Source: an optimization exercise on an open RTL-to-GDS flow (aim: a short achievable clock period and few clock cycles). Production flows keep margins and buffers that such runs may drop.
Only simulation tests tie the RTL to the original design; equivalence was not proved.
Power is estimated from default activity; no workload was simulated.

`design/flow/design.v`:
```
module ks_add32(
    input  logic [31:0] x,
    input  logic [31:0] y,
    input  logic        cin,
    output logic [31:0] s
);
logic [31:0] g0, p0, g1, p1, g2, p2, g3, p3, g4, p4, g5;
always_comb begin
    g0 = x & y;
    p0 = x ^ y;
    g0[0] = (x[0] & y[0]) | ((x[0] ^ y[0]) & cin);
    for (int i = 0; i < 32; i++) begin
        if (i >= 1) begin g1[i] = g0[i] | (p0[i] & g0[i-1]); p1[i] = p0[i] & p0[i-1]; end
        else        begin g1[i] = g0[i]; p1[i] = p0[i]; end
    end
    for (int i = 0; i < 32; i++) begin
        if (i >= 2) begin g2[i] = g1[i] | (p1[i] & g1[i-2]); p2[i] = p1[i] & p1[i-2]; end
        else        begin g2[i] = g1[i]; p2[i] = p1[i]; end
    end
    for (int i = 0; i < 32; i++) begin
        if (i >= 4) begin g3[i] = g2[i] | (p2[i] & g2[i-4]); p3[i] = p2[i] & p2[i-4]; end
        else        begin g3[i] = g2[i]; p3[i] = p2[i]; end
    end
    for (int i = 0; i < 32; i++) begin
        if (i >= 8) begin g4[i] = g3[i] | (p3[i] & g3[i-8]); p4[i] = p3[i] & p3[i-8]; end
        else        begin g4[i] = g3[i]; p4[i] = p3[i]; end
    end
    for (int i = 0; i < 32; i++) begin
        if (i >= 16) g5[i] = g4[i] | (p4[i] & g4[i-16]);
        else         g5[i] = g4[i];
    end
    s[0] = p0[0] ^ cin;
    for (int i = 1; i < 32; i++) s[i] = p0[i] ^ g5[i-1];
end
endmodule
module cmp32(
    input  logic [31:0] x,
    input  logic [31:0] y,
    output logic        eq,
    output logic        ltu,
    output logic        lt
);
logic [31:0] e0, l0;
logic [15:0] e1, l1;
logic [7:0]  e2, l2;
logic [3:0]  e3, l3;
logic [1:0]  e4, l4;
logic        e5, l5;
always_comb begin
    e0 = ~(x ^ y);
    l0 = ~x & y;
    e0[31] = 1'b1;
    l0[31] = 1'b0;
    for (int i = 0; i < 16; i++) begin e1[i] = e0[2*i+1] & e0[2*i]; l1[i] = l0[2*i+1] | (e0[2*i+1] & l0[2*i]); end
    for (int i = 0; i < 8; i++)  begin e2[i] = e1[2*i+1] & e1[2*i]; l2[i] = l1[2*i+1] | (e1[2*i+1] & l1[2*i]); end
    for (int i = 0; i < 4; i++)  begin e3[i] = e2[2*i+1] & e2[2*i]; l3[i] = l2[2*i+1] | (e2[2*i+1] & l2[2*i]); end
    for (int i = 0; i < 2; i++)  begin e4[i] = e3[2*i+1] & e3[2*i]; l4[i] = l3[2*i+1] | (e3[2*i+1] & l3[2*i]); end
    e5 = e4[1] & e4[0];
    l5 = l4[1] | (e4[1] & l4[0]);
    eq  = e5 & (x[31] == y[31]);
    ltu = (~x[31] & y[31]) | ((x[31] == y[31]) & l5);
    lt  = (x[31] & ~y[31]) | ((x[31] == y[31]) & l5);
end
endmodule
module CPU(
    input  logic        clk,
    input  logic        rst,
    output logic [31:0] im_addr,
    input  logic [31:0] im_rdata,
    output logic [31:0] dm_addr,
    output logic [31:0] dm_wdata,
    output logic [3:0]  dm_web,
    input  logic [31:0] dm_rdata
);
localparam int BI   = 5;             
localparam int BN   = 1 << BI;       
localparam int TL   = BI + 2;        
logic [31:0] pc;
logic [31:0] pc_next;
logic [31:0] if_pc4;
logic        if_hit;
logic [31:1] if_tgt;
logic [BN-1:0]   btb_v;
logic [31:TL-1]  btb_tag [BN];       
logic [31:1]     btb_tgt [BN];
logic        id_valid;
logic [31:0] id_pc;
logic [31:0] id_instr;
logic [31:0] id_bjimm;
logic [5:0]  id_cs;                  
logic        id_ptk;
logic [31:1] id_ptgt;
logic [6:0]  id_op;
logic [4:0]  id_rd, id_rs1, id_rs2;
logic [2:0]  id_f3;
logic        id_f7b5;
logic        id_lui, id_auipc, id_jal, id_jalr, id_br, id_load, id_store, id_opimm, id_oprr;
logic        id_ctrl;
logic        id_use1, id_use2;
logic        id_regwrite;
logic [31:0] id_imm;
logic [31:0] id_pc4;
logic [31:0] id_btgt;
logic [31:0] id_rs1v, id_rs2v;
logic        id_ret, id_call;
logic        stall;
logic        id_redir;
logic        id_new_ptk;
logic [31:1] id_new_ptgt;
logic [31:0] ras [4];
logic [1:0]  ras_sp;
logic [2:0]  ras_cnt;
logic        ex_valid;
logic [31:0] ex_pc;
logic [31:0] ex_pc4;
logic [31:0] ex_btgt;
logic [31:0] ex_a, ex_b, ex_s;
logic        ex_fa_m, ex_fb_m, ex_fs_m;
logic        ex_fa_mn;               
logic [31:0] ex_ax;                  
logic [4:0]  ex_rd;
logic [2:0]  ex_f3;
logic        ex_jal, ex_jalr, ex_br, ex_load, ex_store, ex_regwrite;
logic        ex_ptk;
logic        ex_rt, ex_rn;           
logic [5:0]  ex_cs;                  
logic        ex_call, ex_ret;
logic [31:0] ex_imm;
logic        jalr_ok;
logic [31:0] ex_jd, ex_ju, ex_jv;      
logic        ex_r_sum, ex_r_slt, ex_r_sltu, ex_r_xor, ex_r_or, ex_r_and, ex_r_sll, ex_r_srl, ex_r_pc4;
logic        ex_sub, ex_sra;
logic        ex_isadd;               
logic [31:0] a, b, s;
logic [31:0] sum;
logic [31:0] ex_result;
logic        cond, ex_taken;
logic        ex_redir;
logic [31:0] ex_tgt;
logic [3:0]  ex_web;
logic [31:0] ex_wdata;
logic [31:0] mem_result;
logic [31:0] mem_addr;
logic [4:0]  mem_rd;
logic        mem_regwrite;
logic        mem_load;
logic [2:0]  mem_f3;
logic [3:0]  mem_web;
logic [31:0] mem_wdata;
logic        mem_bwe;
logic [31:0] mem_bpc;
logic [31:1] mem_btgt;
logic [31:0] mem_ld;
logic [31:0] mem_wbdata;
logic [31:0] wb_data;
logic [4:0]  wb_rd;
logic        wb_we;
logic [31:0] regs [32];
assign im_addr = pc;
assign if_pc4  = pc + 32'd4;
logic [31:0] pcn;
logic [31:0] pcl;
logic [BN-1:0] btb_m;
always_ff @(posedge clk) pcn <= ~pc_next;
assign pcl = ~pcn;
always_comb begin
    for (int i = 0; i < BN; i++)
        btb_m[i] = btb_v[i] && (btb_tag[i] == {pcl[31:TL], pcl[1]});
    if_hit = btb_m[pcl[TL-1:2]];
    if_tgt = btb_tgt[pcl[TL-1:2]];
end
logic [31:0] pc_norm;
always_comb begin
    if (stall)          pc_norm = pc;
    else if (id_early)  pc_norm = id_etgt;
    else if (if_hit)    pc_norm = {if_tgt, 1'b0};
    else                pc_norm = if_pc4;
    if (ex_redir)       pc_next = ex_tgt;
    else if (id_late)   pc_next = id_ltgt;
    else                pc_next = pc_norm;
end
always_ff @(posedge clk or posedge rst) begin
    if (rst) pc <= 32'b0;
    else     pc <= pc_next;
end
always_ff @(posedge clk or posedge rst) begin
    if (rst) btb_v <= '0;
    else if (mem_bwe) btb_v[mem_bpc[TL-1:2]] <= 1'b1;
end
always_ff @(posedge clk) begin
    if (mem_bwe) begin
        btb_tag[mem_bpc[TL-1:2]] <= {mem_bpc[31:TL], mem_bpc[1]};
        btb_tgt[mem_bpc[TL-1:2]] <= mem_btgt;
    end
end
always_ff @(posedge clk or posedge rst) begin
    if (rst)                              id_valid <= 1'b0;
    else if (ex_redir || id_redir)             id_valid <= 1'b0;
    else if (!stall)                      id_valid <= 1'b1;
end
always_ff @(posedge clk) begin
    if (!stall) begin
        id_pc    <= pc;
        id_instr <= im_rdata;
        id_cs    <= {im_rdata[14:12] == 3'b111, im_rdata[14:12] == 3'b110, im_rdata[14:12] == 3'b101,
                     im_rdata[14:12] == 3'b100, im_rdata[14:12] == 3'b001, im_rdata[14:12] == 3'b000};
        id_bjimm <= im_rdata[3] ? {{11{im_rdata[31]}}, im_rdata[31], im_rdata[19:12], im_rdata[20], im_rdata[30:21], 1'b0}
                                : {{19{im_rdata[31]}}, im_rdata[31], im_rdata[7], im_rdata[30:25], im_rdata[11:8], 1'b0};
        id_ptk   <= if_hit;
        id_ptgt  <= if_tgt;
    end
end
assign id_op   = id_instr[6:0];
assign id_rd   = id_instr[11:7];
assign id_f3   = id_instr[14:12];
assign id_rs1  = id_instr[19:15];
assign id_rs2  = id_instr[24:20];
assign id_f7b5 = id_instr[30];
assign id_lui   = (id_op == 7'b0110111);
assign id_auipc = (id_op == 7'b0010111);
assign id_jal   = (id_op == 7'b1101111);
assign id_jalr  = (id_op == 7'b1100111);
assign id_br    = (id_op == 7'b1100011);
assign id_load  = (id_op == 7'b0000011);
assign id_store = (id_op == 7'b0100011);
assign id_opimm = (id_op == 7'b0010011);
assign id_oprr  = (id_op == 7'b0110011);
assign id_ctrl  = id_jal || id_jalr || id_br;
assign id_use1 = id_jalr || id_br || id_load || id_store || id_opimm || id_oprr;
assign id_use2 = id_br || id_store || id_oprr;
assign id_regwrite = (id_lui || id_auipc || id_jal || id_jalr || id_load || id_opimm || id_oprr)
                     && (id_rd != 5'b0);
always_comb begin
    case (1'b1)
        id_store:          id_imm = {{20{id_instr[31]}}, id_instr[31:25], id_instr[11:7]};
        id_br:             id_imm = {{19{id_instr[31]}}, id_instr[31], id_instr[7], id_instr[30:25], id_instr[11:8], 1'b0};
        id_lui, id_auipc:  id_imm = {id_instr[31:12], 12'b0};
        id_jal:            id_imm = {{11{id_instr[31]}}, id_instr[31], id_instr[19:12], id_instr[20], id_instr[30:21], 1'b0};
        default:           id_imm = {{20{id_instr[31]}}, id_instr[31:20]};
    endcase
end
assign id_pc4  = id_pc + 32'd4;
ks_add32 u_id_btgt(.x(id_pc), .y(id_bjimm), .cin(1'b0), .s(id_btgt));
logic [4:0]  rf_a1, rf_a2;
logic [31:0] rf_v1, rf_v2;
logic [31:0] id_r1, id_r2;
assign rf_a1 = im_rdata[19:15];
assign rf_a2 = im_rdata[24:20];
assign rf_v1 = (rf_a1 == 5'b0) ? 32'b0 : (wb_we && (wb_rd == rf_a1)) ? wb_data : regs[rf_a1];
assign rf_v2 = (rf_a2 == 5'b0) ? 32'b0 : (wb_we && (wb_rd == rf_a2)) ? wb_data : regs[rf_a2];
always_ff @(posedge clk) begin
    if (!stall)      id_r1 <= rf_v1;
    else if (id_w1)  id_r1 <= wb_data;
    if (!stall)      id_r2 <= rf_v2;
    else if (id_w2)  id_r2 <= wb_data;
end
always_ff @(posedge clk) begin
    if (wb_we) regs[wb_rd] <= wb_data;
end
logic ex_lnk;
logic id_e1, id_e2, id_m1, id_m2, id_w1, id_w2;
logic id_rdy1, id_rdy2;
logic [31:0] id_p1, id_p2;           
logic n_e1, n_m1, n_w1, n_e2, n_m2, n_w2;    
assign n_e1 = id_valid && id_regwrite && (id_rd == im_rdata[19:15]);
assign n_m1 = ex_valid && ex_regwrite && (ex_rd == im_rdata[19:15]);
assign n_w1 = mem_regwrite && (mem_rd == im_rdata[19:15]);
assign n_e2 = id_valid && id_regwrite && (id_rd == im_rdata[24:20]);
assign n_m2 = ex_valid && ex_regwrite && (ex_rd == im_rdata[24:20]);
assign n_w2 = mem_regwrite && (mem_rd == im_rdata[24:20]);
assign ex_lnk = ex_jal || ex_jalr;
logic id_x1, id_x2, id_r1s, id_r2s;    
logic id_nx1, id_nm1, id_nw1, id_nr1, id_nx2, id_nm2, id_nw2, id_nr2;    
always_ff @(posedge clk) begin
    if (stall) begin
        id_e1 <= 1'b0; id_x1 <= 1'b0; id_m1 <= id_e1; id_w1 <= !id_e1 && id_m1; id_r1s <= !id_e1 && !id_m1;
        id_nx1 <= 1'b1; id_nm1 <= !id_e1; id_nw1 <= !(!id_e1 && id_m1); id_nr1 <= !(!id_e1 && !id_m1);
        id_e2 <= 1'b0; id_x2 <= 1'b0; id_m2 <= id_e2; id_w2 <= !id_e2 && id_m2; id_r2s <= !id_e2 && !id_m2;
        id_nx2 <= 1'b1; id_nm2 <= !id_e2; id_nw2 <= !(!id_e2 && id_m2); id_nr2 <= !(!id_e2 && !id_m2);
    end
    else begin
        id_e1  <= n_e1;
        id_x1  <= n_e1 && (id_jal || id_jalr);
        id_m1  <= !n_e1 && n_m1;
        id_w1  <= !n_e1 && !n_m1 && n_w1;
        id_r1s <= !(n_e1 && (id_jal || id_jalr)) && !(!n_e1 && n_m1) && !(!n_e1 && !n_m1 && n_w1);
        id_nx1 <= !(n_e1 && (id_jal || id_jalr));
        id_nm1 <= !(!n_e1 && n_m1);
        id_nw1 <= !(!n_e1 && !n_m1 && n_w1);
        id_nr1 <= (n_e1 && (id_jal || id_jalr)) || (!n_e1 && n_m1) || (!n_e1 && !n_m1 && n_w1);
        id_e2  <= n_e2;
        id_x2  <= n_e2 && (id_jal || id_jalr);
        id_m2  <= !n_e2 && n_m2;
        id_w2  <= !n_e2 && !n_m2 && n_w2;
        id_r2s <= !(n_e2 && (id_jal || id_jalr)) && !(!n_e2 && n_m2) && !(!n_e2 && !n_m2 && n_w2);
        id_nx2 <= !(n_e2 && (id_jal || id_jalr));
        id_nm2 <= !(!n_e2 && n_m2);
        id_nw2 <= !(!n_e2 && !n_m2 && n_w2);
        id_nr2 <= (n_e2 && (id_jal || id_jalr)) || (!n_e2 && n_m2) || (!n_e2 && !n_m2 && n_w2);
    end
end
assign id_rs1v = ({32{id_x1}} & ex_pc4) | ({32{id_m1}} & mem_result) | ({32{id_w1}} & wb_data) | ({32{id_r1s}} & id_r1);
assign id_rs2v = ({32{id_x2}} & ex_pc4) | ({32{id_m2}} & mem_result) | ({32{id_w2}} & wb_data) | ({32{id_r2s}} & id_r2);
assign id_p1   = ({32{!id_nx1}} & ex_pc4) | ({32{!id_nm1}} & mem_wbdata) | ({32{!id_nw1}} & wb_data) | ({32{!id_nr1}} & id_r1);
assign id_p2   = ({32{!id_nx2}} & ex_pc4) | ({32{!id_nm2}} & mem_wbdata) | ({32{!id_nw2}} & wb_data) | ({32{!id_nr2}} & id_r2);
assign id_rdy1 = !(id_e1 && !id_x1) && !(id_m1 && mem_load);
assign id_rdy2 = !(id_e2 && !id_x2) && !(id_m2 && mem_load);
logic        id_cond;
logic id_eq, id_lt, id_ltu;
cmp32 u_id_cmp(.x(id_rs1v), .y(id_rs2v), .eq(id_eq), .ltu(id_ltu), .lt(id_lt));
always_comb begin
    id_cond = (id_cs[0] & id_eq) | (id_cs[1] & !id_eq) | (id_cs[2] & id_lt) | (id_cs[3] & !id_lt) |
              (id_cs[4] & id_ltu) | (id_cs[5] & !id_ltu);
end
logic        fz_ok, fz_eq;
logic [31:0] fz_x, fz_c;
always_comb begin
    fz_ok = (id_f3[2:1] == 2'b00) && ex_isadd &&
            ((id_e1 && (id_rs2 == 5'd0)) || (id_e2 && (id_rs1 == 5'd0)));
    fz_x = a ^ b;
    fz_c = {a[30:0] | b[30:0], 1'b0};
    fz_eq = (fz_x == fz_c);
end
assign stall = id_valid && ex_load && ((id_use1 && id_e1) || (id_use2 && id_e2));
assign id_call = (id_jal || id_jalr) && (id_rd == 5'd1 || id_rd == 5'd5);
assign id_ret  = id_jalr && (id_rs1 == 5'd1 || id_rs1 == 5'd5) && !(id_rd == 5'd1 || id_rd == 5'd5);
logic c_nc, c_jal, c_brr, c_brf, c_brb, c_ret;
logic id_early, id_late;
logic [31:0] id_etgt, id_ltgt;
logic [31:1] ras_top;
assign ras_top = ras[ras_sp][31:1];
always_comb begin
    c_nc  = !id_ctrl && id_ptk;
    c_jal = id_jal && !id_ptk;
    c_brr = id_br && id_rdy1 && id_rdy2;
    c_brf = id_br && !c_brr && fz_ok;
    c_brb = id_br && !c_brr && !fz_ok && id_instr[31] && !id_ptk;
    c_ret = id_ret && (ras_cnt != 3'd0) && (!id_ptk || (id_ptgt != ras_top));
    if (c_nc)           id_etgt = id_pc4;
    else if (c_ret)     id_etgt = {ras_top, 1'b0};
    else                id_etgt = id_btgt;
    id_ltgt = id_ptk ? id_pc4 : id_btgt;
    id_early = id_valid && !stall && (c_nc || c_jal || c_brb || c_ret);
    id_late  = id_valid && !stall &&
               ((c_brr && (id_cond ^ id_ptk)) || (c_brf && (fz_eq ^ id_f3[0] ^ id_ptk)));
    id_redir = id_early || id_late;
    if (c_nc)                            id_new_ptk = 1'b0;
    else if (c_jal || c_brb || c_ret)    id_new_ptk = 1'b1;
    else if (c_brr)                      id_new_ptk = id_cond;
    else if (c_brf)                      id_new_ptk = fz_eq ^ id_f3[0];
    else                                 id_new_ptk = id_ptk;
    if (c_ret)          id_new_ptgt = ras_top;
    else                id_new_ptgt = id_ptgt;
end
always_ff @(posedge clk or posedge rst) begin
    if (rst) begin
        ras_sp  <= 2'd0;
        ras_cnt <= 3'd0;
    end
    else if (ex_valid) begin
        if (ex_call && !ex_ret) begin
            ras_sp  <= ras_sp + 2'd1;
            ras_cnt <= (ras_cnt == 3'd4) ? 3'd4 : ras_cnt + 3'd1;
        end
        else if (ex_ret && !ex_call) begin
            ras_sp  <= ras_sp - 2'd1;
            ras_cnt <= (ras_cnt == 3'd0) ? 3'd0 : ras_cnt - 3'd1;
        end
    end
end
always_ff @(posedge clk) begin
    if (ex_valid && ex_call) begin
        if (ex_ret) ras[ras_sp] <= ex_pc4;
        else        ras[ras_sp + 2'd1] <= ex_pc4;
    end
end
always_ff @(posedge clk or posedge rst) begin
    if (rst)                    ex_valid <= 1'b0;
    else if (ex_redir || stall) ex_valid <= 1'b0;
    else                        ex_valid <= id_valid;
end
always_ff @(posedge clk) begin
    ex_pc   <= id_pc;
    ex_pc4  <= id_pc4;
    ex_btgt <= id_btgt;
    ex_a    <= (id_lui) ? 32'b0 : (id_auipc || id_jal) ? id_pc : id_p1;
    ex_b    <= id_oprr ? id_p2 : id_imm;
    ex_s    <= id_p2;
    ex_fa_m <= id_use1 && id_e1 && !ex_lnk;
    ex_fa_mn <= !(id_use1 && id_e1 && !ex_lnk);
    ex_ax   <= ((id_lui) ? 32'b0 : (id_auipc || id_jal) ? id_pc : id_p1) ^ {32{id_oprr && id_f3 == 3'b000 && id_f7b5}};
    ex_fb_m <= id_oprr && id_e2 && !ex_lnk;
    ex_fs_m <= id_use2 && id_e2 && !ex_lnk;
    ex_rd   <= id_rd;
    ex_f3   <= id_f3;
    ex_jal  <= id_jal;
    ex_call <= id_call;
    ex_ret  <= id_ret;
    ex_imm  <= id_imm;
    ex_jd   <= id_imm ^ {id_new_ptgt, 1'b0};
    ex_ju   <= id_imm & ~{id_new_ptgt, 1'b0};
    ex_jv   <= id_imm | ~{id_new_ptgt, 1'b0};
    ex_jalr <= id_jalr;
    ex_br   <= id_br;
    ex_load <= id_load;
    ex_store <= id_store;
    ex_regwrite <= id_regwrite;
    ex_ptk   <= id_new_ptk;
    ex_rt    <= id_br && !id_new_ptk;
    ex_rn    <= id_br && id_new_ptk;
    ex_cs    <= {id_f3 == 3'b111, id_f3 == 3'b110, id_f3 == 3'b101, id_f3 == 3'b100, id_f3 == 3'b001, id_f3 == 3'b000};
    ex_r_sum  <= (id_oprr && (id_f3 == 3'b000)) || (id_opimm && id_f3 == 3'b000) ||
                 id_lui || id_auipc || id_load || id_store || id_jalr || id_br;
    ex_sub    <= id_oprr && (id_f3 == 3'b000) && id_f7b5;
    ex_r_slt  <= (id_oprr || id_opimm) && (id_f3 == 3'b010) && !(id_oprr && id_f7b5);
    ex_r_sltu <= (id_oprr || id_opimm) && (id_f3 == 3'b011) && !(id_oprr && id_f7b5);
    ex_r_xor  <= (id_oprr || id_opimm) && (id_f3 == 3'b100) && !(id_oprr && id_f7b5);
    ex_r_or   <= (id_oprr || id_opimm) && (id_f3 == 3'b110) && !(id_oprr && id_f7b5);
    ex_r_and  <= (id_oprr || id_opimm) && (id_f3 == 3'b111) && !(id_oprr && id_f7b5);
    ex_r_sll  <= (id_oprr || id_opimm) && (id_f3 == 3'b001) && !(id_oprr && id_f7b5);
    ex_r_srl  <= (id_oprr || id_opimm) && (id_f3 == 3'b101);
    ex_sra    <= id_f7b5;
    ex_r_pc4  <= id_jal || id_jalr;
    ex_isadd  <= (id_oprr && (id_f3 == 3'b000) && !id_f7b5) || (id_opimm && (id_f3 == 3'b000)) || id_lui || id_auipc;
end
assign a = ex_fa_m ? mem_result : ex_a;
assign b = ex_fb_m ? mem_result : ex_b;
assign s = ex_fs_m ? mem_result : ex_s;
logic [31:0] a_add, b_add;
assign a_add = ex_fa_mn ? ex_ax : (mem_result ^ {32{ex_sub}});
assign b_add = ex_fb_m ? mem_result : ex_b;
ks_add32 u_ex_add(.x(a_add), .y(b_add), .cin(1'b0), .s(sum));
logic slt_eq, slt_ltu, slt_lt;
cmp32 u_slt_cmp(.x(a), .y(b), .eq(slt_eq), .ltu(slt_ltu), .lt(slt_lt));
always_comb begin
    ex_result = 32'b0;
    if (ex_r_sum)  ex_result = ex_result | (sum ^ {32{ex_sub}});    
    if (ex_r_slt)  ex_result = ex_result | {31'b0, slt_lt};
    if (ex_r_sltu) ex_result = ex_result | {31'b0, slt_ltu};
    if (ex_r_xor)  ex_result = ex_result | (a ^ b);
    if (ex_r_or)   ex_result = ex_result | (a | b);
    if (ex_r_and)  ex_result = ex_result | (a & b);
    if (ex_r_sll)  ex_result = ex_result | (a << b[4:0]);
    if (ex_r_srl)  ex_result = ex_result | 32'($signed({ex_sra & a[31], a}) >>> b[4:0]);
    if (ex_r_pc4)  ex_result = ex_pc4;
end
logic ex_eq, ex_lt, ex_ltu;
cmp32 u_br_cmp(.x(a), .y(s), .eq(ex_eq), .ltu(ex_ltu), .lt(ex_lt));
assign cond = (ex_cs[0] & ex_eq) | (ex_cs[1] & !ex_eq) | (ex_cs[2] & ex_lt) | (ex_cs[3] & !ex_lt) |
              (ex_cs[4] & ex_ltu) | (ex_cs[5] & !ex_ltu);
assign ex_taken = ex_jal || (ex_br && cond);
assign ex_redir = ex_valid && ((cond ? ex_rt : ex_rn) || (ex_jalr && !(ex_ptk && jalr_ok)));
logic [31:1] jk;
logic [31:1] jc;
always_comb begin
    jk = a[31:1] ^ ex_jd[31:1];
    jc[1] = a[0] & ex_imm[0];
    for (int i = 2; i < 32; i++)
        jc[i] = a[i-1] ? ex_jv[i-1] : ex_ju[i-1];
    jalr_ok = (jk == jc);
end
always_comb begin
    if (ex_jalr)       ex_tgt = {sum[31:1], 1'b0};
    else if (ex_ptk)   ex_tgt = ex_pc4;
    else               ex_tgt = ex_btgt;
end
always_comb begin
    ex_web   = 4'b1111;
    ex_wdata = s;
    case (ex_f3)
        3'b000: begin
            ex_wdata = {4{s[7:0]}};
            case (sum[1:0])
                2'b00: ex_web = 4'b1110;
                2'b01: ex_web = 4'b1101;
                2'b10: ex_web = 4'b1011;
                2'b11: ex_web = 4'b0111;
            endcase
        end
        3'b001: begin
            ex_wdata = {2{s[15:0]}};
            case (sum[1:0])
                2'b00: ex_web = 4'b1100;
                2'b10: ex_web = 4'b0011;
                default: ex_web = 4'b1111;
            endcase
        end
        3'b010: ex_web = 4'b0000;
        default: ex_web = 4'b1111;
    endcase
end
always_ff @(posedge clk or posedge rst) begin
    if (rst) begin
        mem_regwrite <= 1'b0;
        mem_web      <= 4'b1111;
        mem_bwe      <= 1'b0;
    end
    else begin
        mem_regwrite <= ex_valid && ex_regwrite;
        mem_web      <= (ex_valid && ex_store) ? ex_web : 4'b1111;
        mem_bwe      <= ex_valid && (ex_taken || ex_jalr);
    end
end
always_ff @(posedge clk) begin
    mem_result <= ex_result;
    mem_addr   <= sum;
    mem_rd     <= ex_rd;
    mem_load   <= ex_load;
    mem_f3     <= ex_f3;
    mem_wdata  <= ex_wdata;
    mem_bpc    <= ex_pc;
    mem_btgt   <= ex_jalr ? sum[31:1] : ex_btgt[31:1];
end
assign dm_addr  = mem_addr;
assign dm_wdata = mem_wdata;
assign dm_web   = mem_web;
always_comb begin
    case (mem_f3)
        3'b000: case (mem_addr[1:0])
                    2'b00: mem_ld = {{24{dm_rdata[7]}},  dm_rdata[7:0]};
                    2'b01: mem_ld = {{24{dm_rdata[15]}}, dm_rdata[15:8]};
                    2'b10: mem_ld = {{24{dm_rdata[23]}}, dm_rdata[23:16]};
                    2'b11: mem_ld = {{24{dm_rdata[31]}}, dm_rdata[31:24]};
                endcase
        3'b001: mem_ld = mem_addr[1] ? {{16{dm_rdata[31]}}, dm_rdata[31:16]}
                                       : {{16{dm_rdata[15]}}, dm_rdata[15:0]};
        3'b100: case (mem_addr[1:0])
                    2'b00: mem_ld = {24'b0, dm_rdata[7:0]};
                    2'b01: mem_ld = {24'b0, dm_rdata[15:8]};
                    2'b10: mem_ld = {24'b0, dm_rdata[23:16]};
                    2'b11: mem_ld = {24'b0, dm_rdata[31:24]};
                endcase
        3'b101: mem_ld = mem_addr[1] ? {16'b0, dm_rdata[31:16]} : {16'b0, dm_rdata[15:0]};
        default: mem_ld = dm_rdata;
    endcase
end
assign mem_wbdata = mem_load ? mem_ld : mem_result;
always_ff @(posedge clk or posedge rst) begin
    if (rst) wb_we <= 1'b0;
    else     wb_we <= mem_regwrite;
end
always_ff @(posedge clk) begin
    wb_data <= mem_wbdata;
    wb_rd   <= mem_rd;
end
endmodule
```
`design/flow/run.sh`:
```
#!/bin/bash
# synth_recipe.tcl (not shown) runs the flow's synth.tcl, then flattens the netlist and writes it again
# the make line also repeats each setting of config.mk as NAME=value (left out here)
make -C /OpenROAD-flow-scripts/flow DESIGN_CONFIG=/design/flow/config.mk WORK_HOME=/design/flow/orfs CLKGATE_MAP_FILE= SYNTH_SCRIPT=/design/flow/synth_recipe.tcl finish
```
`design/flow/config.mk`:
```
export PLATFORM = sky130hd
export DESIGN_NAME = CPU
export DESIGN_NICKNAME = CPU
export VERILOG_FILES = /design/flow/design.v
export SDC_FILE = /design/flow/constraint.sdc
export NUM_CORES = 4
export LEC_CHECK = 0
export ABC_CLOCK_PERIOD_IN_PS = 1000
export CAP_MARGIN = 20
export CORE_MARGIN = 2
export CORE_UTILIZATION = 40
export PLACE_DENSITY = 0.6
export SETUP_SLACK_MARGIN = 5
export SLEW_MARGIN = 20
```
`design/flow/constraint.sdc`:
```
create_clock -name core_clock -period 8.5 [get_ports {clk}]
set_input_delay 1.7000 -clock core_clock [delete_from_list [all_inputs] [get_ports {clk}]]
set_output_delay 1.7000 -clock core_clock [all_outputs]
set_load 0.01 [all_outputs]
```
==> flow_metrics.tcl, run 1 <==
set metrics [dict create \
    status "finished clean" \
    min_path_cells 0 \
    coreArea_sq_um 428000 \
    cts-root-buf "clkbuf_16" \
    dieHeight_um 660 \
    synth_cell_type_count 101 \
    overflow 0 \
    wl_um 664000 \
    worst_slew_pin_slew_ns 1.31 \
    maxCapViolations 0 \
    reg2reg_slack_ns 4.19 \
    antenna_left 0 \
    netlist_instances 11079 \
    syn_nets 11444 \
    initial_core_util_pct 40.2 \
    syn_area_per_cell_sq_um 15.5 \
    r2r_end "pc[27]" \
    dr_wl_met2_um 294000 \
    rows 240 \
    cts.clk_slew.worst_paths_ns 0.06 \
    synth_common_cells "3151 x edfxtp_1, 1029 x xnor2_1, 979 x mux4_2" \
    grtUsageTotal_pct 29.6 \
    final_nets 12265 \
    hold_start "ex_pc[22]" \
    yosysWarningCount 3 \
    antenna_found_initial 48 \
    seq_area_frac_synth_pct 63.1 \
    hold_end "mem_bpc[22]" \
    synthDominantCellAreaShare_pct 54.9 \
    hold_viol_final 0 \
    crit_path_end_kind "flip-flop" \
    route.vias.total 112583 \
    cp-start-kind "flip-flop" \
    synthArstFlopShare_pct 2.03 \
    stdcell_count 17959 \
    clk_path_buf_depth 4 \
    viasPerCell 6.27 \
    finalSetupViolCount 0 \
    grt_start_max_net_pins 131 \
    synth_edf_count 3151 \
    wl_met3_um 70800 \
    total_leakage_power_uw 0.0703 \
    area_growth_syn_to_layout_pct 21.0 \
    regArea_sq_um 109000 \
    cp.required_ns 9.34 \
    netlist_area_sq_um 172000 \
    max_slew_margin_pct 12.6 \
    dp.cells 16630 \
    drc 0 \
    cp.buffers_inverters 6 \
    rsz0062_at_grt "true" \
    path_max_fanout 7 \
    detail_route.first_pass.iterations 7 \
    worstRegToRegCells 20 \
    grt_first_pass_wirelength_um 898000 \
    path_cells "buf_4, a22o_1, a221oi_2, ha_1, nand3_2, nor4_4, buf_4, a221oi_4, a21oi_2, o31a_1, nand3b_1, buf_12, or3_4, a41o_4, buf_6, nor2_4, buf_12, buf_4, o21ai_2, a31o_2" \
    fmax_mhz 232 \
    ys.flop_type "edfxtp_1" \
    wl_met1_um 252000 \
    fill_cells 35681 \
    clock_latency_ns 1.03 \
    crit_slowest_cell "dfxtp_4" \
    fin_crit_sh_pct 50.7 \
    period_needed_ns 4.31 \
    finClkSkew_ns 0.108 \
    io_pins 166 \
    cts_buffers 400 \
    gp_congestion 1.03 \
    top_layer "met5" \
    cts_tree "built" \
    hpwl_um 410000 \
    htree_levels 5 \
    critPathMaxStageDelay_ns 0.41 \
    synth.area.top_cells "edfxtp_1 55%, mux4_2 13%, dfxtp_1 7.1%, xnor2_1 5.2%, ha_1 2.2%" \
    worst_ep_arrival_time_ns 5.15 \
    hold_path_class "reg2reg" \
    drv_slew 0 \
    crit_top_cell "buf_4" \
    multi_input_area_sq_um 65800 \
    path_delay_family "compound AO/OA/AOI/OAI gates" \
    p_per_area_nw_per_um2 305 \
    worstReg2RegStart "id_x1" \
    cts_num_sinks 3836 \
    ir_drop_mv 0.300 \
    grt_pass1_vias 109346 \
    wl_per_cell_um 37.0 \
    synth_top_area_cell "edfxtp_1" \
    port_buffers 165 \
    synth_most_common_cell "edfxtp_1" \
    drt_iter0_drc 17063 \
    drive_gt1_share_pct 30.7 \
    worst-setup-path-type "reg2reg" \
    die_area_sq_um 436000 \
    die_w_um 660 \
    fin_tns_setup_ns 0 \
    ys_ff_latch 3836 \
]
layout make-up:
| type | instances | share of cell area [%] |
|---|---|---|
| Timing Repair Buffer | 1079 | 5.56 |
| Clock inverter | 195 | 0.879 |
| Multi-Input combinational cell | 6197 | 31.6 |
| Inverter | 383 | 0.736 |
| Clock buffer | 548 | 5.36 |
| Sequential cell | 3836 | 52.4 |
| Tap cell | 5687 | 3.42 |
| Antenna cell | 31 | 0.0372 |
| Timing Repair inverter | 3 | 0.0126 |
worst register-to-register path, cell delays in order, from the launching register on:
cell	delay [ns]
dfxtp_4	0.41
buf_4	0.18
a22o_1	0.22
a221oi_2	0.20
ha_1	0.30
nand3_2	0.09
nor4_4	0.06
buf_4	0.14
a221oi_4	0.37
a21oi_2	0.12
o31a_1	0.28
nand3b_1	0.19
buf_12	0.17
or3_4	0.36
a41o_4	0.30
buf_6	0.14
nor2_4	0.12
buf_12	0.15
buf_4	0.12
o21ai_2	0.05
a31o_2	0.21
metal layers:
metal  track usage [%]  vias up
met5            0.0887        -
met1              39.9    58544
met4              16.9       14
met2              44.7     7575
li1                  -    44752
met3              6.02     1698
repair_timing:
action	CTS	global route
gates cloned	38	9
pin swaps	180	202
buffers inserted	353	150
gates resized for setup	1270	524
hold buffers	0	0
setup endpoints to repair	695	712
metrics by stage:
step / utilization (%) / power, uW / setup WS (ns) / instance area (sq um) / hold slack [ns]
after global routing: 48.7 / 64900 / 4.15 / 208000 / 0.291
after CTS: 47.7 / 62300 / 4.31 / 204000 / 0.295
after floorplan: - / 34500 / 3.90 / 174000 / 0.310
after global placement: 42.6 / 43100 / 1.38 / 182000 / 0.311
final: 48.7 / 63600 / 4.19 / 208000 / 0.278
after detailed placement: 42.7 / 43300 / 2.81 / 183000 / 0.312
where the power goes:
group          total (uW)  internal (uW)  switching, uW
logic               20500           7710          12800
registers           25500          23100           2410
clock network       17500           9970           7560
total               63600          40800          22800
how the worst max path moves through the flow:
stage	start	to	slack, ns	depth (start not counted)
6_report	id_x1	pc[27]	4.19	20
4_1_cts	id_m1	pc[27]	4.31	19
3_5_place_dp	ex_sub	mem_result[23]	2.81	16
2_1_floorplan	ras_sp[0]	ras[1][10]	3.90	6
5_1_grt	id_m1	pc[27]	4.15	20
3_3_place_gp	ex_sub	mem_result[23]	1.38	15
kinds of logic after synthesis:
kind of cell | synth area share, %
AOI/OAI and AO/OA | 5.96
adders and majority gates | 2.18
xor gates and xnor gates | 6.06
and+or+nand+nor | 4.84
DFF | 63.1
buffers and inverters | 2.60
muxes | 15.2
layout by cell type (no fill, tap or decap), types with 81 or more instances in the layout:
cell type / netlist / layout
inv_1: 368 / 297
a21oi_1: 384 / 277
nor3_1: 102 / 88
buf_12: 0 / 108
nand4_1: 81 / 81
dfxtp_1: 607 / 452
o21ai_0: 366 / 235
a22oi_1: 94 / 86
buf_4: 48 / 614
clkbuf_16: 0 / 414
edfxtp_1: 3151 / 3151
nor2_1: 440 / 353
nand2_1: 562 / 487
clkbuf_1: 382 / 99
nor4_1: 214 / 195
mux2i_1: 261 / 188
nand3_1: 149 / 137
xor2_1: 159 / 138
mux4_2: 979 / 979
o21ai_1: 6 / 86
buf_6: 26 / 121
ha_1: 297 / 214
xnor2_1: 1029 / 977
flip-flops by register name, summed over array words and instances (netlist names), 32 cells and up, named ones only:
register    count
btb_tag       832
btb_tgt       992
btb_v          32
ex_a           32
ex_ax          32
ex_b           32
ex_btgt        32
ex_s           32
id_pc          32
id_r1          32
id_r2          32
mem_addr       32
mem_result     32
mem_wdata      32
ras           124
regs         1024
wb_data        32
Testbench counts, summed over its fixed seeds: cycles 108,884.
==> inputs of run 2 (changes only) <==
--- a/design/flow/design.v
+++ b/design/flow/design.v
@@ -141,6 +141,7 @@
 logic [31:0] ex_wdata;
 logic [31:0] mem_result;
 logic [31:0] mem_addr;
+logic [31:0] mem_resn;                
 logic [4:0]  mem_rd;
 logic        mem_regwrite;
 logic        mem_load;
@@ -170,13 +171,29 @@
     if_tgt = btb_tgt[pcl[TL-1:2]];
 end
 logic [31:0] pc_norm;
+logic        xr_pend, ir_pend;
+logic [31:0] xr_tgt, ir_tgt;
+always_ff @(posedge clk or posedge rst) begin
+    if (rst) begin
+        xr_pend <= 1'b0;
+        ir_pend <= 1'b0;
+    end
+    else begin
+        xr_pend <= ex_redir;
+        ir_pend <= id_late;        
+    end
+end
+always_ff @(posedge clk) begin
+    xr_tgt <= ex_tgt;
+    ir_tgt <= id_ptk ? id_pc4 : id_btgt;
+end
 always_comb begin
     if (stall)          pc_norm = pc;
     else if (id_early)  pc_norm = id_etgt;
     else if (if_hit)    pc_norm = {if_tgt, 1'b0};
     else                pc_norm = if_pc4;
-    if (ex_redir)       pc_next = ex_tgt;
-    else if (id_late)   pc_next = id_ltgt;
+    if (xr_pend)        pc_next = xr_tgt;
+    else if (ir_pend)   pc_next = ir_tgt;
     else                pc_next = pc_norm;
 end
 always_ff @(posedge clk or posedge rst) begin
@@ -195,7 +212,7 @@
 end
 always_ff @(posedge clk or posedge rst) begin
     if (rst)                              id_valid <= 1'b0;
-    else if (ex_redir || id_redir)             id_valid <= 1'b0;
+    else if (ex_redir || id_redir || xr_pend || ir_pend) id_valid <= 1'b0;
     else if (!stall)                      id_valid <= 1'b1;
 end
 always_ff @(posedge clk) begin
@@ -326,7 +343,8 @@
 assign id_ret  = id_jalr && (id_rs1 == 5'd1 || id_rs1 == 5'd5) && !(id_rd == 5'd1 || id_rd == 5'd5);
 logic c_nc, c_jal, c_brr, c_brf, c_brb, c_ret;
 logic id_early, id_late;
-logic [31:0] id_etgt, id_ltgt;
+logic id_res, id_out;                 
+logic [31:0] id_etgt;
 logic [31:1] ras_top;
 assign ras_top = ras[ras_sp][31:1];
 always_comb begin
@@ -339,15 +357,14 @@
     if (c_nc)           id_etgt = id_pc4;
     else if (c_ret)     id_etgt = {ras_top, 1'b0};
     else                id_etgt = id_btgt;
-    id_ltgt = id_ptk ? id_pc4 : id_btgt;
     id_early = id_valid && !stall && (c_nc || c_jal || c_brb || c_ret);
-    id_late  = id_valid && !stall &&
-               ((c_brr && (id_cond ^ id_ptk)) || (c_brf && (fz_eq ^ id_f3[0] ^ id_ptk)));
+    id_res   = id_valid && !stall && (c_brr || c_brf);
+    id_out   = c_brr ? id_cond : (fz_eq ^ id_f3[0]);
+    id_late  = id_res && (id_out ^ id_ptk);
     id_redir = id_early || id_late;
     if (c_nc)                            id_new_ptk = 1'b0;
     else if (c_jal || c_brb || c_ret)    id_new_ptk = 1'b1;
-    else if (c_brr)                      id_new_ptk = id_cond;
-    else if (c_brf)                      id_new_ptk = fz_eq ^ id_f3[0];
+    else if (c_brr || c_brf)             id_new_ptk = id_out;
     else                                 id_new_ptk = id_ptk;
     if (c_ret)          id_new_ptgt = ras_top;
     else                id_new_ptgt = id_ptgt;
@@ -427,7 +444,7 @@
 assign b = ex_fb_m ? mem_result : ex_b;
 assign s = ex_fs_m ? mem_result : ex_s;
 logic [31:0] a_add, b_add;
-assign a_add = ex_fa_mn ? ex_ax : (mem_result ^ {32{ex_sub}});
+assign a_add = ex_fa_mn ? ex_ax : ex_sub ? mem_resn : mem_result;
 assign b_add = ex_fb_m ? mem_result : ex_b;
 ks_add32 u_ex_add(.x(a_add), .y(b_add), .cin(1'b0), .s(sum));
 logic slt_eq, slt_ltu, slt_lt;
@@ -449,7 +466,11 @@
 assign cond = (ex_cs[0] & ex_eq) | (ex_cs[1] & !ex_eq) | (ex_cs[2] & ex_lt) | (ex_cs[3] & !ex_lt) |
               (ex_cs[4] & ex_ltu) | (ex_cs[5] & !ex_ltu);
 assign ex_taken = ex_jal || (ex_br && cond);
-assign ex_redir = ex_valid && ((cond ? ex_rt : ex_rn) || (ex_jalr && !(ex_ptk && jalr_ok)));
+logic ex_out, ex_r1, ex_r0;
+assign ex_out   = ex_jalr ? !jalr_ok : cond;
+assign ex_r1    = ex_valid && (ex_rt || ex_jalr);
+assign ex_r0    = ex_valid && (ex_rn || (ex_jalr && !ex_ptk));
+assign ex_redir = ex_out ? ex_r1 : ex_r0;
 logic [31:1] jk;
 logic [31:1] jc;
 always_comb begin
@@ -503,6 +524,7 @@
 end
 always_ff @(posedge clk) begin
     mem_result <= ex_result;
+    mem_resn   <= ~ex_result;
     mem_addr   <= sum;
     mem_rd     <= ex_rd;
     mem_load   <= ex_load;
==> flow_metrics.tcl, run 2 <==
set metrics [dict create \
    status "finished clean" \
    utilization_pct 48.1 \
    synthDominantCellAreaShare_pct 54.1 \
    coreArea_sq_um 435000 \
    netlist_area_sq_um 175000 \
    cp.required_ns 9.35 \
    synthMuxAreaShare_pct 15.4 \
    synth_cell_type_count 104 \
    cp-start-kind "flip-flop" \
    grt_first_pass_wirelength_um 916000 \
    finalSetupViolCount 0 \
    hold_path_class "reg2reg" \
    viasPerCell 6.25 \
    fmax_mhz 263 \
    netlist_instances 11166 \
    grt_pass1_vias 109836 \
    worst-setup-path-type "reg2reg" \
    wl_per_cell_um 37.3 \
    synth_compound_area_share_pct 5.61 \
    final_nets 12335 \
    synth_top_family_by_area "multiplexers" \
    rows 242 \
    hold_viol_final 0 \
    synth.area.top_cells "edfxtp_1 54%, mux4_2 13%, dfxtp_1 8.0%, xnor2_1 4.6%, mux2i_1 2.1%" \
    total_leakage_power_uw 0.0714 \
    cts.clk_slew.worst_paths_ns 0.06 \
    io_pins 166 \
    worst_slew_pin_slew_ns 1.19 \
    drv_slew 0 \
    die_w_um 665 \
    drt_iter0_drc 16502 \
    dieHeight_um 665 \
    synth_common_cells "3151 x edfxtp_1, 979 x mux4_2, 912 x xnor2_1" \
    overflow 0 \
    syn_nets 11531 \
    period_needed_ns 3.80 \
    hpwl_um 415000 \
    worst_ep_arrival_time_ns 4.65 \
    clock_latency_ns 1.04 \
    ys_ff_latch 3933 \
    synth_fa_ha_area_share_pct 2.15 \
    wl_um 675000 \
    max_slew_margin_pct 20.4 \
    route.vias.total 113046 \
    crit_path_end_kind "flip-flop" \
    ir_drop_mv 0.265 \
    fill_cells 36694 \
    largest-register "regs" \
    synth_most_common_cell "edfxtp_1" \
    clk_path_buf_depth 4 \
    grtUsageTotal_pct 29.8 \
    rsz0062_at_grt "true" \
    largest_reg_flops 1024 \
    maxCapViolations 0 \
    antenna_found_initial 50 \
    grt_start_max_net_pins 108 \
    path_max_fanout 5 \
    synth_xor_xnor_area_share_pct 5.92 \
    htree_levels 5 \
    cts_num_sinks 3933 \
    cts_tree "built" \
    finClkSkew_ns 0.103 \
    gp_congestion 1.01 \
    initial_core_util_pct 40.2 \
    synth-simple-area-share_pct 4.92 \
    antenna_left 0 \
    ys.flop_type "edfxtp_1" \
    drive_gt1_share_pct 28.3 \
    mostFrequentLayoutCell "edfxtp_1" \
    drc 0 \
    cts_hold_buf 0 \
    mostFrequentLayoutCells "3151 x edfxtp_1, 979 x mux4_2, 858 x xnor2_1" \
    cts-root-buf "clkbuf_16" \
    layout_setup_ws_ns 4.70 \
    synth_edf_count 3151 \
    yosysWarningCount 3 \
    area_growth_syn_to_layout_pct 19.6 \
    cts_buffers 411 \
    dp_slack_ns 2.93 \
    detail_route.first_pass.iterations 10 \
    fin_crit_sh_pct 44.7 \
    syn_area_per_cell_sq_um 15.7 \
    port_buffers 165 \
    die_area_sq_um 442000 \
    synthArstFlopShare_pct 2.03 \
    fin_tns_setup_ns 0 \
    synth_top_area_cell "edfxtp_1" \
    seq_area_frac_synth_pct 63.3 \
    p_per_area_nw_per_um2 314 \
]
==> run 2: cell count changes after synthesis, moves of 73 or more <==
cell,before,now
xor2_1,159,269
mux2i_1,261,373
a21oi_1,384,294
xnor2_1,1029,912
o21ai_0,366,439
dfxtp_1,607,702
==> run 2: repair_timing <==
action | 4_1_cts | 5_1_grt
gates cloned | 50 | 3
pin swaps | 190 | 161
endpoints found under the setup margin | 1033 | 440
setup buffers | 327 | 101
resized for setup | 1232 | 317
==> run 2: cells by family (layout without fill, tap and decap cells) <==
group                      Yosys count  count (layout)
xor gates and xnor gates          1181            1181
AOI/OAI and AO/OA                 1475            1478
DFF                               3933            3933
muxes                             1453            1453
and+or+nand+nor                   1782            1788
buffers and inverters             1043            2190
other                                0              24
adders and majority gates          299             299
==> run 2: path summary, 6_finish.rpt <==
path                           start        endpoint  slack [ns]  depth (start not counted)
min                        ex_pc[17]     mem_bpc[17]        0.28                          0
max                          ex_fb_m  mem_result[24]        4.70                         16
max in group asynchronous        rst       btb_v[29]        6.21                          3
max reg2reg                  ex_fb_m  mem_result[24]        4.70                         16
min reg2reg                ex_pc[17]     mem_bpc[17]        0.28                          0
min in group asynchronous        rst    mem_regwrite        1.24                          2
==> run 2: critical path: stages (launching register included) <==
cell and delay (ns):
dfxtp_4 0.40, buf_12 0.15, mux2i_4 0.33, buf_12 0.17
inv_16 0.04, ha_4 0.16, fa_2 0.41, a21oi_4 0.18
o221ai_4 0.15, o2111ai_4 0.32, a21oi_4 0.12, o41ai_4 0.35
buf_4 0.19, xnor2_2 0.09, xor2_1 0.18, a221o_1 0.32
o21a_1 0.13
==> run 2: metal layers <==
layer	vias up	global-route usage, %	part of all wire, %
met1	59109	40.4	39
met5	-	0	0.0087
met3	1637	5.83	10
met4	10	15.4	6.5
met2	7348	45.6	45
li1	44942	-	-
==> run 2: power breakdown <==
group,total [uW],switching [uW],internal (uW)
clock network,18200,7850,10300
registers,26300,2470,23800
logic,21200,13000,8110
==> run 2: layout make-up <==
type | instances | area [sq um] | area share [%]
antenna | 24 | 60.1 | 0.0287
clock buffer | 547 | 11300 | 5.42
clock inverter | 218 | 2130 | 1.02
inverter | 407 | 1650 | 0.788
multi-input combinational | 6199 | 64600 | 30.9
sequential | 3933 | 111000 | 53.1
tap | 5734 | 7170 | 3.43
timing repair buffer | 1015 | 11100 | 5.31
timing repair inverter | 3 | 33.8 | 0.0162
==> run 2: metrics by stage <==
| stage | hold WS (ns) | power, uW | std cells | instance area, sq um |
|---|---|---|---|---|
| floorplan | 0.310 | 35500 | 11166 | 176000 |
| global placement | 0.311 | 43800 | 16796 | 184000 |
| detailed placement | 0.312 | 43900 | 16810 | 185000 |
| CTS | 0.277 | 64600 | 17952 | 207000 |
| global route | 0.286 | 67000 | 18058 | 209000 |
| finish | 0.277 | 65600 | 18080 | 209000 |
Testbench counts of run 2, summed over its fixed seeds: cycles 114,600.
==> inputs of run 3 (changes only) <==
--- a/design/flow/config.mk
+++ b/design/flow/config.mk
@@ -8,7 +8,7 @@
 export ABC_CLOCK_PERIOD_IN_PS = 1000
 export CAP_MARGIN = 20
 export CORE_MARGIN = 2
-export CORE_UTILIZATION = 40
-export PLACE_DENSITY = 0.6
+export CORE_UTILIZATION = 55
+export PLACE_DENSITY = 0.75
 export SETUP_SLACK_MARGIN = 5
 export SLEW_MARGIN = 20
==> flow_metrics.tcl, run 3 <==
set metrics [dict create \
    status "finished clean" \
    cp-endpoint "xr_tgt[31]" \
    largest_reg_flops 1024 \
    hold-worst-slack_ns 0.304 \
    route.vias.total 117481 \
    path_cells "buf_12, buf_4, buf_8, mux2i_4, inv_2, ha_4, buf_4, a211o_1, a21oi_2, and3_4, o31a_1, buf_6, o21ai_4, o41ai_4, buf_4, xor2_4, nand2_1, o21ai_1" \
    synth_most_common_cell "edfxtp_1" \
    netlist_instances 11166 \
    cp.required_ns 9.40 \
    syn_nets 11531 \
    placed_area_sq_um 182000 \
    dp_slack_ns 3.17 \
    crit_slowest_cell "dfxtp_4" \
    p_per_area_nw_per_um2 316 \
    cts.clk_slew.worst_paths_ns 0.06 \
    reg2reg_slack_ns 4.64 \
    cts-root-buf "clkbuf_16" \
    fmax_mhz 259 \
    clk_path_buf_depth 4 \
    synth_top_area_cell "edfxtp_1" \
    synthDominantCellAreaShare_pct 54.1 \
    wl_um 662000 \
    antenna_found_initial 40 \
    crit_path_end_kind "flip-flop" \
    layout_setup_ws_ns 4.64 \
    hold_viol_final 0 \
    io_pins 166 \
    cp-start-kind "flip-flop" \
    yosysWarningCount 3 \
    mostFrequentLayoutCells "3151 x edfxtp_1, 979 x mux4_2, 846 x xnor2_1" \
    maxCapViolations 0 \
    worstRegToRegCells 18 \
    worst_slew_pin_slew_ns 1.33 \
    cts_buffers 394 \
    dieHeight_um 568 \
    worstReg2RegStart "ex_fb_m" \
    synth_common_cells "3151 x edfxtp_1, 979 x mux4_2, 912 x xnor2_1" \
    mostFrequentLayoutCell "edfxtp_1" \
    total_leakage_power_uw 0.0723 \
    clock_latency_ns 1.00 \
    viasPerCell 7.06 \
    grt_start_max_net_pins 109 \
    fin_tns_setup_ns 0 \
    critPathMaxStageDelay_ns 0.41 \
    gp_congestion 1.06 \
    netlist_area_sq_um 175000 \
    worst-path-stages 18 \
    path_max_fanout 5 \
    syn_area_per_cell_sq_um 15.7 \
    antenna_left 0 \
    overflow 0 \
    die_area_sq_um 322000 \
    ys_ff_latch 3933 \
    drc 0 \
    cts_tree "built" \
    ir_drop_mv 0.300 \
    largest-register "regs" \
    rsz0062_at_grt "true" \
    final_nets 12470 \
    synth_cell_type_count 104 \
    finalSetupViolCount 0 \
    path_delay_family "compound AO/OA/AOI/OAI gates" \
    seq_area_frac_synth_pct 63.3 \
    htree_levels 5 \
    initial_core_util_pct 55.1 \
    hold_path_class "reg2reg" \
    period_needed_ns 3.86 \
    max_slew_margin_pct 11.2 \
    worst-setup-path-type "reg2reg" \
    port_buffers 165 \
    detail_route.first_pass.iterations 10 \
    grt_first_pass_wirelength_um 889000 \
    rows 207 \
    drv_slew 0 \
    wl_per_cell_um 39.8 \
    worst_ep_arrival_time_ns 4.76 \
    drt_iter0_drc 21875 \
    grtUsageTotal_pct 39.6 \
    p_total_uw 66000 \
    crit_top_cell "buf_4" \
    finClkSkew_ns 0.0763 \
    fin_crit_sh_pct 45.4 \
    synth_edf_count 3151 \
    drive_gt1_share_pct 29.3 \
    grt_pass1_vias 113055 \
    ys.flop_type "edfxtp_1" \
    coreArea_sq_um 317000 \
    cp.buffers_inverters 7 \
    synth.area.top_cells "edfxtp_1 54%, mux4_2 13%, dfxtp_1 8.0%, xnor2_1 4.6%, mux2i_1 2.1%" \
    area_growth_syn_to_layout_pct 19.3 \
    startpoint "ex_fb_m" \
    final_area_sq_um 209000 \
    die_w_um 568 \
    r2r_end "xr_tgt[31]" \
    hpwl_um 384000 \
    cts_num_sinks 3933 \
    synthArstFlopShare_pct 2.03 \
]
-- run 3: cell counts after synthesis --
No cell type changed its count.
-- run 3: how the worst min path moves through the flow --
stage	from	to	slack, ns	cells after the start
3_5_place_dp	ex_pc[30]	mem_bpc[30]	0.31	0
5_1_grt	ex_pc[20]	mem_bpc[20]	0.32	0
4_1_cts	ex_pc[11]	mem_bpc[11]	0.32	0
6_report	ex_pc[11]	mem_bpc[11]	0.30	0
2_1_floorplan	ex_pc[10]	mem_bpc[10]	0.31	0
3_3_place_gp	ex_pc[22]	mem_bpc[22]	0.31	0
-- run 3: logic make-up after synthesis --
logic type,count (synthesis),synth area share [%]
compound gates,1475,5.61
mux,1453,15.4
simple gates,1782,4.92
buf+inv,1043,2.73
xor+xnor,1181,5.92
flops,3933,63.3
fa+ha+maj,299,2.15
-- run 3: repair_timing --
action,4_1_cts,5_1_grt
setup endpoints to repair,748,502
cloned,49,32
gates resized for setup,1053,539
pin swaps,139,220
setup buffers,323,278
hold buffers,0,0
-- run 3: through the flow --
step | instances | util (%)
3_3_place_gp | 15203 | 57.4
6_report | 16645 | 65.7
4_1_cts | 16305 | 64.0
2_1_floorplan | 11166 | -
5_1_grt | 16620 | 65.7
3_5_place_dp | 15205 | 57.4
-- run 3: metal layers --
layer / routed length (um) / GRT usage (%)
met2: 291000 / 58.8
met5: 111 / 0
met4: 53400 / 24.6
met3: 95600 / 11.2
met1: 222000 / 51.7
-- run 3: final cells by class --
type,instances,area (sq um)
Tap cell,4180,5230
Sequential cell,3933,111000
Antenna cell,28,70.1
Multi-Input combinational cell,6199,65100
Inverter,407,1610
Timing Repair inverter,2,25.0
Clock inverter,210,2020
Fill cell,20937,109000
Clock buffer,518,10700
Timing Repair Buffer,1168,12800
-- run 3: report_power, final --
part	total, uW	internal [uW]	switching, uW
registers	26300	23800	2510
logic	22200	8720	13500
clock network	17500	9830	7660
==> inputs of run 4 (changes only) <==
--- a/design/flow/design.v
+++ b/design/flow/design.v
@@ -128,8 +128,9 @@
 logic [31:0] ex_imm;
 logic        jalr_ok;
 logic [31:0] ex_jd, ex_ju, ex_jv;      
-logic        ex_r_sum, ex_r_slt, ex_r_sltu, ex_r_xor, ex_r_or, ex_r_and, ex_r_sll, ex_r_srl, ex_r_pc4;
+logic        ex_r_slt, ex_r_sltu, ex_r_xor, ex_r_or, ex_r_and, ex_r_sll, ex_r_srl, ex_r_pc4;
 logic        ex_sub, ex_sra;
+logic        ex_r_add;               
 logic        ex_isadd;               
 logic [31:0] a, b, s;
 logic [31:0] sum;
@@ -426,9 +427,10 @@
     ex_rt    <= id_br && !id_new_ptk;
     ex_rn    <= id_br && id_new_ptk;
     ex_cs    <= {id_f3 == 3'b111, id_f3 == 3'b110, id_f3 == 3'b101, id_f3 == 3'b100, id_f3 == 3'b001, id_f3 == 3'b000};
-    ex_r_sum  <= (id_oprr && (id_f3 == 3'b000)) || (id_opimm && id_f3 == 3'b000) ||
-                 id_lui || id_auipc || id_load || id_store || id_jalr || id_br;
     ex_sub    <= id_oprr && (id_f3 == 3'b000) && id_f7b5;
+    ex_r_add  <= ((id_oprr && (id_f3 == 3'b000)) || (id_opimm && id_f3 == 3'b000) ||
+                  id_lui || id_auipc || id_load || id_store || id_jalr || id_br) &&
+                 !(id_oprr && (id_f3 == 3'b000) && id_f7b5);
     ex_r_slt  <= (id_oprr || id_opimm) && (id_f3 == 3'b010) && !(id_oprr && id_f7b5);
     ex_r_sltu <= (id_oprr || id_opimm) && (id_f3 == 3'b011) && !(id_oprr && id_f7b5);
     ex_r_xor  <= (id_oprr || id_opimm) && (id_f3 == 3'b100) && !(id_oprr && id_f7b5);
@@ -451,7 +453,8 @@
 cmp32 u_slt_cmp(.x(a), .y(b), .eq(slt_eq), .ltu(slt_ltu), .lt(slt_lt));
 always_comb begin
     ex_result = 32'b0;
-    if (ex_r_sum)  ex_result = ex_result | (sum ^ {32{ex_sub}});    
+    if (ex_r_add)  ex_result = ex_result | sum;
+    if (ex_sub)    ex_result = ex_result | ~sum;                     
     if (ex_r_slt)  ex_result = ex_result | {31'b0, slt_lt};
     if (ex_r_sltu) ex_result = ex_result | {31'b0, slt_ltu};
     if (ex_r_xor)  ex_result = ex_result | (a ^ b);
--- a/design/flow/config.mk
+++ b/design/flow/config.mk
@@ -8,7 +8,7 @@
 export ABC_CLOCK_PERIOD_IN_PS = 1000
 export CAP_MARGIN = 20
 export CORE_MARGIN = 2
-export CORE_UTILIZATION = 55
-export PLACE_DENSITY = 0.75
+export CORE_UTILIZATION = 40
+export PLACE_DENSITY = 0.6
 export SETUP_SLACK_MARGIN = 5
 export SLEW_MARGIN = 20
==> flow_metrics.tcl, run 4 <==
set metrics [dict create \
    status "finished clean" \
    period_needed_ns 3.97 \
    synthDominantCellAreaShare_pct 54.2 \
    route.vias.total 112716 \
    die_area_sq_um 441000 \
    fin_crit_sh_pct 46.7 \
    max_slew_margin_pct 18.1 \
    cts_num_sinks 3933 \
    regArea_sq_um 111000 \
    syn_nets 11562 \
    drt_iter0_drc 16974 \
    largest-register "regs" \
    fmax_mhz 252 \
    pwr-share-seq_pct 40.1 \
    p_total_uw 65200 \
    io_pins 166 \
    clock_latency_ns 1.01 \
    seq_area_frac_synth_pct 63.4 \
    utilization_pct 48.3 \
    largest_reg_flops 1024 \
    final_nets 12355 \
    fill_cells 36346 \
    cp.required_ns 9.31 \
    antenna_left 0 \
    p_comb_share_pct 32.5 \
    mostFrequentLayoutCell "edfxtp_1" \
    worst_slew_pin_slew_ns 1.19 \
    synth_common_cells "3151 x edfxtp_1, 972 x xnor2_1, 968 x mux4_2" \
    drc 0 \
    syn_area_per_cell_sq_um 15.6 \
    cp-start-kind "flip-flop" \
    cts_tree "built" \
    mostFrequentLayoutCells "3151 x edfxtp_1, 968 x mux4_2, 944 x xnor2_1" \
    cts.clk_slew.worst_paths_ns 0.06 \
    grtUsageTotal_pct 29.4 \
    netlist_instances 11197 \
    synth_top_area_cell "edfxtp_1" \
    yosysWarningCount 3 \
    area_growth_syn_to_layout_pct 20.2 \
    wl_per_cell_um 37.0 \
    fin_tns_setup_ns 0 \
    antenna_found_initial 41 \
    netlist_area_sq_um 174000 \
    worst_ep_arrival_time_ns 4.78 \
    ys_ff_latch 3933 \
    gp_congestion 1.01 \
    drv_slew 0 \
    rsz0062_at_grt "true" \
    p_per_area_nw_per_um2 311 \
    worst-setup-path-type "reg2reg" \
    cts_buffers 408 \
    grt_pass1_vias 109599 \
    drive_gt1_share_pct 28.8 \
    synth_edf_count 3151 \
    swShare_pct 35.7 \
    total_leakage_power_uw 0.0712 \
    finalSetupViolCount 0 \
    cts-root-buf "clkbuf_16" \
    overflow 0 \
    p_sw_uw 23300 \
    wl_um 669000 \
    power_frac_clock_pct 27.4 \
    synth_most_common_cell "edfxtp_1" \
    initial_core_util_pct 40.2 \
    htree_levels 5 \
    rows 242 \
    maxCapViolations 0 \
    hold_path_class "reg2reg" \
    die_w_um 664 \
    viasPerCell 6.23 \
    p_int_uw 42000 \
    dieHeight_um 664 \
    synth_cell_type_count 107 \
    cts_hold_buf 0 \
    hold_viol_final 0 \
    synth.area.top_cells "edfxtp_1 54%, mux4_2 12%, dfxtp_1 8.1%, xnor2_1 4.9%, mux2i_1 2.2%" \
    ys.flop_type "edfxtp_1" \
    synthArstFlopShare_pct 2.03 \
    path_max_fanout 8 \
    grt_first_pass_wirelength_um 908000 \
    port_buffers 165 \
    hpwl_um 414000 \
    multi_input_area_sq_um 65400 \
    clk_path_buf_depth 4 \
    ir_drop_mv 0.318 \
    coreArea_sq_um 435000 \
    detail_route.first_pass.iterations 13 \
    grt_start_max_net_pins 106 \
    finClkSkew_ns 0.132 \
    crit_path_end_kind "flip-flop" \
]
run 4: cell types whose count changed in the layout (fill, tap and decap cells not counted), moves of 36 or more:
cell / before / now
buf_4: 701 / 565
xor2_1: 253 / 140
ha_1: 254 / 192
xnor2_1: 846 / 944
nor4_2: 56 / 19
inv_1: 373 / 297
nor4_1: 130 / 191
o211ai_1: 64 / 108
inv_2: 20 / 85
nand2_1: 549 / 615
ha_4: 36 / 72
run 4: power groups by stage:
stage	logic [uW]	clock network, uW	registers [uW]
after floorplan	9820	0	25500
after global placement	17100	0	26700
after detailed placement	17200	0	26700
after CTS	20000	18000	26000
after global routing	21800	18800	26100
final	21200	17900	26100
run 4: per-stage QoR:
stage                     setup slack, ns  instance area, sq um  hold slack, ns  instances
final                                4.53                210000           0.326      18082
after global routing                 4.43                210000           0.329      18065
after CTS                            4.58                206000           0.326      17929
after detailed placement             2.84                184000           0.312      16819
after global placement               2.87                184000           0.312      16815
after floorplan                      4.52                176000           0.310      11197
run 4: cell type report:
| class | instances | area share, % |
|---|---|---|
| Inverter | 400 | 0.761 |
| Timing Repair inverter | 2 | 0.00835 |
| Clock inverter | 239 | 1.03 |
| Tap cell | 5734 | 3.42 |
| Antenna cell | 21 | 0.0251 |
| Multi-Input combinational cell | 6234 | 31.2 |
| Clock buffer | 508 | 5.28 |
| Timing Repair Buffer | 1011 | 5.34 |
| Sequential cell | 3933 | 52.9 |
run 4: worst paths after layout:
path / from / end / slack, ns / depth (start not counted)
hold reg to reg: ex_pc[9] / mem_bpc[9] / 0.33 / 0
setup / recovery: ex_fb_m / mem_result[31] / 4.53 / 16
setup reg to reg: ex_fb_m / mem_result[31] / 4.53 / 16
min in group asynchronous: rst / pc[30] / 1.13 / 2
max in group asynchronous: rst / mem_regwrite / 5.54 / 4
hold / removal: ex_pc[9] / mem_bpc[9] / 0.33 / 0
run 4: worst max-delay path, cell delays in order (launching register included):
cell       delay (ns)
dfxtp_4          0.41
buf_12           0.18
buf_12           0.12
mux2i_4          0.31
inv_2            0.12
ha_4             0.20
a21oi_4          0.17
o21ai_1          0.13
a221oi_4         0.30
o311ai_4         0.18
a221o_2          0.46
a2111oi_4        0.37
buf_4            0.20
o21a_1           0.11
a311o_1          0.17
mux2i_1          0.26
a22oi_1          0.10
run 4: cell families (layout without fill, tap and decap cells):
logic type / count (synthesis) / in the layout / share of synthesized area, %
AND/OR/NAND/NOR: 1816 / 1823 / 4.91
multiplexers: 1441 / 1441 / 15.3
flip-flops: 3933 / 3933 / 63.4
buffers and inverters: 1043 / 2160 / 2.51
other: 0 / 21 / 0
AO/OA/AOI/OAI: 1530 / 1536 / 6.00
XOR/XNOR: 1135 / 1135 / 5.71
adder cells (fa/ha/maj): 299 / 299 / 2.15
run 4: routing by layer:
layer  track usage, %  part of all wire (%)
met2             45.8                    46
met5                0                0.0028
met4             14.5                   6.0
met3             5.43                   9.9
met1             39.8                    39
run 4: timing repair:
item	CTS	global route
setup endpoints to repair	796	414
gates resized for setup	1225	578
cloned	47	7
setup buffers	316	122
hold endpoints to repair	0	0
pin swaps	183	215
Testbench counts of run 4, summed over its fixed seeds: cycles 114,600.

afterwards: timing with drivers on the ports:
The results above use ideal ports. As a check the final layouts listed here were re-extracted and re-timed, cells and wires unchanged.
Step 1 assumes that a clkbuf_16 drives the clock port and a buf_2 every other input.
Step 2 adds t to the input delays and takes it off the output delays; t is the mean of the earliest and latest rising clock arrival at the registers after step 1. Input paths then give back, and output paths get back, about the clock's delay inside the block.
a / b / c = no drivers / after step 1 / after step 2; a / b = the first two.
| run | t, ns | setup WS [ns] | clock arrival spread, ns |
|---|---|---|---|
| run 1 | 1.107 | 4.188 / 4.188 / 3.836 | 0.112 / 0.112 |
| run 2 | 1.091 | 4.700 / 4.700 / 3.960 | 0.103 / 0.103 |
| run 3 | 1.053 | 4.643 / 4.643 / 3.938 | 0.083 / 0.082 |
| run 4 | 1.054 | 4.529 / 4.529 / 3.932 | 0.134 / 0.134 |
After both steps every run listed still meets setup and hold. For run 2, which loses most, drivers alone change the setup slack by 0.000 ns; drivers and shift together by -0.740 ns.
